This is an optimization exercise on Yosys and OpenROAD, whose aim is small area and a short achievable clock period, not a production implementation. In this exercise RTL edits were held to simulation tests only and were not proved equivalent to the original.

## north
// main
module main (
    input wire clk,
    input wire rst,
    input wire [7:0] in,
    input wire [2:0] op,
    input wire apply,
    output wire [7:0] tail,
    output wire empty,
    output reg valid
);
clock: 15.5 ns
lec_check: 0
abc_area: 1
cap_margin: 0
core_margin: 2
core_utilization: 60
setup_slack_margin: 4
slew_margin: 0
tns_end_percent: 10
run.sh (not shown) runs the stock make flow with config.mk's settings and CLKGATE_MAP_FILE= SYNTH_SCRIPT=/design/flow/synth_recipe.tcl, a recipe that flattens the netlist after the stock synthesis.
north ran to completion and came out clean on the timing, DRC and antenna checks.
## Diff of input files: south against north
diff --git a/flow/config.mk b/flow/config.mk
--- a/flow/config.mk
+++ b/flow/config.mk
@@ -7,3 +7,2 @@
 export LEC_CHECK = 0
-export ABC_AREA = 1
 export CAP_MARGIN = 0
@@ -11,3 +10,3 @@
 export CORE_UTILIZATION = 60
-export SETUP_SLACK_MARGIN = 4
+export SETUP_SLACK_MARGIN = 5
 export SLEW_MARGIN = 0
Notes after the runs:
- Summary: with north as the reference, via count of the first global-routing pass in south moved down by a few percent.
- First-pass GRT wire length came out lower on south than on north.
- What south reported for number of cells after detailed placement has to be multiplied by 1.19 to get the figure for north.
- south ends up with higher number of different library cells in the post-synthesis netlist than north does.
What east does differently from south at the input level:
==> flow/flow/run.sh (new file) <==
#!/bin/bash
MARGIN=$(cat flow/margin.txt)
sed "s/SETUP_SLACK_MARGIN=[0-9.]*/SETUP_SLACK_MARGIN=$MARGIN/" standard.sh > standard_margin.sh
bash standard_margin.sh > standard.log 2>&1
==> flow/flow/margin.txt (new file) <==
6.5
==> flow/standard.sh (new file) <==
#!/bin/bash
# synth_recipe.tcl (not shown) runs the flow's synth.tcl, then flattens the netlist and writes it again
# the make line also repeats each setting of config.mk as NAME=value (left out here)
make -C /OpenROAD-flow-scripts/flow DESIGN_CONFIG=/design/flow/config.mk WORK_HOME=/design/flow/orfs CLKGATE_MAP_FILE= SYNTH_SCRIPT=/design/flow/synth_recipe.tcl "${@:-finish}"
diff --git a/flow/config.mk b/flow/config.mk
--- a/flow/config.mk
+++ b/flow/config.mk
@@ -7,2 +7,3 @@
 export LEC_CHECK = 0
+export ABC_AREA = 1
 export CAP_MARGIN = 0
removed: flow/run.sh
Cell with the largest stage delay on the worst path: sky130_fd_sc_hd__dfrtp_4 -> east, sky130_fd_sc_hd__mux4_2 -> south. Lower critical-path maximum fanout goes to south over east. east finished every step from synthesis to the final layout, and the layout passed the timing, DRC and antenna checks. east ended with more clock tree buffer count of the final layout than south. Cells: east has more instances than south. south has lower achievable frequency than east. In the flow results for south and east, the routed length on met2 is smaller on east. Looking at portion of netlist area occupied by mux cells, east sits 12 points lower than south does. Going from south to east, the sequential portion of the cell area was found to have gone up by 0.31 points. east: final clock period utilization by the worst path lower than south. In the metrics for south and east, the one carrying the lower area growth from synthesis to layout is east. Compared to south, east shows a wider setup margin.
Modified inputs, west compared to east
==> flow/flow/run.sh <==
#!/bin/bash
# The standard layout (standard.sh) with extra ORFS settings read from
# flow/extra.txt (for example power recovery, which downsizes gates off the
# critical paths). ORFS writes each step's log under orfs/logs; make's own
# output goes to standard.log.
EXTRA=$(cat flow/extra.txt)
sed "s|\"\${@:-finish}\"|$EXTRA \"\${@:-finish}\"|" standard.sh > standard_extra.sh
bash standard_extra.sh > standard.log 2>&1
==> flow/flow/extra.txt (new file) <==
RECOVER_POWER=100
removed: flow/flow/margin.txt
## What came out
- west went all the way through the flow, and no timing, DRC or antenna check failed.
- From east to west the numbers moved as follows: number of sinks driven by the clock tree roughly the same; routed length on met3 saw an increase.
- west packs its core looser than east.
- Post-CTS clock slew at the launch and capture registers of the worst setup and hold paths essentially unchanged between east and west.
- east -> west: number of logic stages on the critical path including buffering increased by a little under 10%
- In the metrics for east and west, the one carrying the lower final non-filler cell area is west.
- west vs. east: achievable clock frequency went down by about 11%.
- Global routing met2 resource utilization in west vs east: up 3.3 points
- west vs east: via count up slightly
- In the metrics for east and west, the one carrying the lower final cycle utilization of the critical path is east.
The following lists how middle was set up differently from west:
==> flow/run.sh (new file) <==
#!/bin/bash
# synth_recipe.tcl (not shown) runs the flow's synth.tcl, then flattens the netlist and writes it again
# the make line also repeats each setting of config.mk as NAME=value (left out here)
make -C /OpenROAD-flow-scripts/flow DESIGN_CONFIG=/design/flow/config.mk WORK_HOME=/design/flow/orfs CLKGATE_MAP_FILE= SYNTH_SCRIPT=/design/flow/synth_recipe.tcl finish
diff --git a/flow/config.mk b/flow/config.mk
--- a/flow/config.mk
+++ b/flow/config.mk
@@ -10,3 +10,3 @@
 export CORE_MARGIN = 2
-export CORE_UTILIZATION = 60
+export CORE_UTILIZATION = 68
 export SETUP_SLACK_MARGIN = 5
removed: flow/flow/run.sh
removed: flow/flow/extra.txt
removed: flow/standard.sh
[summary]
Final cell area: middle above west
Lower proportion of cell area occupied by multi-input gates among west and middle: west
Against west as the reference, middle delivers a lower routed length on met2.
The total length of routed met3 wires in west is 0.70 times that in middle.
middle vs west — hold slack rose 31 ps.
Comparing the two runs side by side, middle comes out ahead of west on register-to-register slack.
Worst setup slack before clock tree synthesis in middle is 150 ps above west.
Taking west as 1.0, middle lands at 0.942 on die span in y.


== job 1653 ==
main, a different RTL version from the one above (not shown whole).
Size in the first run: roughly 670 cells after synthesis, ~44 flip-flops, ~24 I/O pins, about 5400 µm² of cells after synthesis.
## main
module main (
    input wire clk,
    input wire rst,
    input wire [7:0] in,
    input wire [2:0] op,
    input wire apply,
    output wire [7:0] tail,
    output wire empty,
    output reg valid
);
    reg [7:0] q0, q1, q2, q3, q4;
    reg [2:0] c;     
    assign tail  = q0;
    assign empty = (c == 3'd0);
    reg [7:0] a, b;
    always @* begin
        case ({c[2], c[0]})
            2'd0: begin a = q1; b = q0; end
            2'd1: begin a = q2; b = q1; end
            2'd2: begin a = q3; b = q2; end
            default: begin a = q4; b = q3; end
        endcase
    end
    wire [7:0] quo, rem;
    divu8 u_div (.n(b), .d(a), .q(quo), .r(rem));
    wire       sub = op[2];
    wire [7:0] sum = b + (a ^ {8{sub}}) + {7'd0, sub};
    reg [7:0] res;
    always @* begin
        case (op)
            3'd0:    res = in;
            3'd3:    res = a * b;
            3'd5:    res = quo;
            3'd6:    res = rem;
            default: res = sum;
        endcase
    end
    wire full = c[2] & c[0];
    wire ge2  = c[2] | c[1];
    wire ge1  = c != 3'd0;
    wire bad = (op == 3'd7)
             | ((op == 3'd0) & full)
             | ((op == 3'd1) & ~ge1)
             | ((op != 3'd0) & (op != 3'd1) & ~ge2)
             | (((op == 3'd5) | (op == 3'd6)) & (a == 8'd0));
    always @(posedge clk) begin
        if (apply && op != 3'd1) begin
            q0 <= res;
            q1 <= q0;
            q2 <= q1;
            q3 <= q2;
            q4 <= q3;
        end
    end
    always @(posedge clk or posedge rst) begin
        if (rst) begin
            c     <= 3'd0;
            valid <= 1'b1;
        end else if (apply) begin
            if (op == 3'd0) c <= c + 3'd1;
            else            c <= c - 3'd1;
            if (bad) valid <= 1'b0;
        end
    end
endmodule
make LEC_CHECK=0 ABC_AREA=1 CAP_MARGIN=20 CORE_MARGIN=2 CORE_UTILIZATION=75 SETUP_SLACK_MARGIN=5 SLEW_MARGIN=20 finish   # period 15.5 ns
Stock flow here: none of the scripts above is used.
Job 1653 got as far as global routing (5_1_grt), where a tool error ended the run.
Relative to job 1653, the following input files were edited for job 3573:
- a deleted SETUP_SLACK_MARGIN that had been 5
- a change of CORE_UTILIZATION from 75 to 40
- a deleted ABC_AREA that had been 1
Notes after the runs:
Summary of job 3573 over job 1653: vertical die dimension now sits higher, synthesized cell count has decreased. Max simple-gate area share of the yosys netlist across job 3573 and job 1653: job 1653. Between job 3573 and job 1653, placed cell area is higher for job 3573, job 1653 comes in under that. Diff job 1653 -> job 3573 | weighted congestion reported at the end of routability-driven placement | decrease of about 2.5%. Diff job 1653 -> job 3573: net count of the mapped netlist shows a reduction of 17%, fraction of the yosys area taken by sequential cells shows an increase of 0.38 points, number of rows in the core area shows an increase of about 40%. Cmp job 3573 vs job 1653: area after synthesis lower in job 3573. Job 3573 against job 1653; sum of net half-perimeters after detailed placement is down by a few percent. Per the final summary, job 3573 finished and its layout is clean on timing, DRC and antenna. Post-synthesis share of cell area spent on full adders, half adders and majority gates came out higher on job 3573 than on job 1653.
Edits applied to the flow inputs when going from job 3573 to job 8142:
- SETUP_SLACK_MARGIN newly set to 5
- CORE_UTILIZATION changed from 40 to 60
- ABC_AREA newly set to 1
==> flow/flow/run.sh (new file) <==
#!/bin/bash
MARGIN=$(cat flow/margin.txt)
sed "s/SETUP_SLACK_MARGIN=[0-9.]*/SETUP_SLACK_MARGIN=$MARGIN/" standard.sh > standard_margin.sh
bash standard_margin.sh > standard.log 2>&1
==> flow/flow/margin.txt (new file) <==
8
==> flow/standard.sh (new file) <==
#!/bin/bash
# synth_recipe.tcl (not shown) runs the flow's synth.tcl, then flattens the netlist and writes it again
# the make line also repeats each setting of config.mk as NAME=value (left out here)
make -C /OpenROAD-flow-scripts/flow DESIGN_CONFIG=/design/flow/config.mk WORK_HOME=/design/flow/orfs CLKGATE_MAP_FILE= SYNTH_SCRIPT=/design/flow/synth_recipe.tcl "${@:-finish}"
removed: flow/run.sh
[summary]
Design area grows by more than 10% when moving from job 3573 to job 8142. Looking at worst-case hold slack, job 8142 sits 0.0096 ns higher than job 3573 does. Diff job 3573 -> job 8142 | floorplan core area | decrease of 4400 µm². On job 8142: layout-stage area growth over the synthesis result is 21 points higher than what job 3573 gave. On number of resized instances in the post-cts repair step: job 8142 sits above job 3573. Job 8142 vs. job 3573: clock-pin slew on the worst setup and hold paths went up by 0.03 ns. The lower post-synthesis instance total came out of job 3573. Relative to job 3573, length of the first detailed-routing pass in iterations increased by 1 in job 8142. The via count reported for job 8142 is higher than the one for job 3573.

re-timing with driven ports:
In the flow no input, the clock included, has a driving cell. The finished layouts below were timed again as built, in two steps.
Step 1 sets driving cells, clkbuf_16 on the clock port and buf_2 on the other inputs (assumed; they add their load-dependent delay and slew).
Step 2, shift: input delay + t, output delay - t, t = (earliest + latest rising clock arrival at the registers) / 2. This alone moves slack from input paths to output paths.
Three values: no drivers, after step 1, after step 2; two values: the first two.
| run | t (ns) | setup WS [ns] | latest minus earliest clock arrival (ns) |
|---|---|---|---|
| north | 0.325 | 4.414 / 4.414 / 4.414 | 0.006 / 0.007 |
| south | 0.319 | 4.083 / 4.083 / 4.083 | 0.010 / 0.011 |
| east | 0.322 | 5.054 / 5.054 / 5.054 | 0.006 / 0.006 |
| west | 0.327 | 3.801 / 3.801 / 3.801 | 0.013 / 0.013 |
| middle | 0.326 | 4.730 / 4.730 / 4.730 | 0.006 / 0.007 |
| job 3573 | 0.310 | 1.318 / 1.318 / 1.318 | 0.005 / 0.005 |
| job 8142 | 0.329 | 5.212 / 5.212 / 5.212 | 0.008 / 0.008 |
After both steps setup and hold are still met in every run listed.
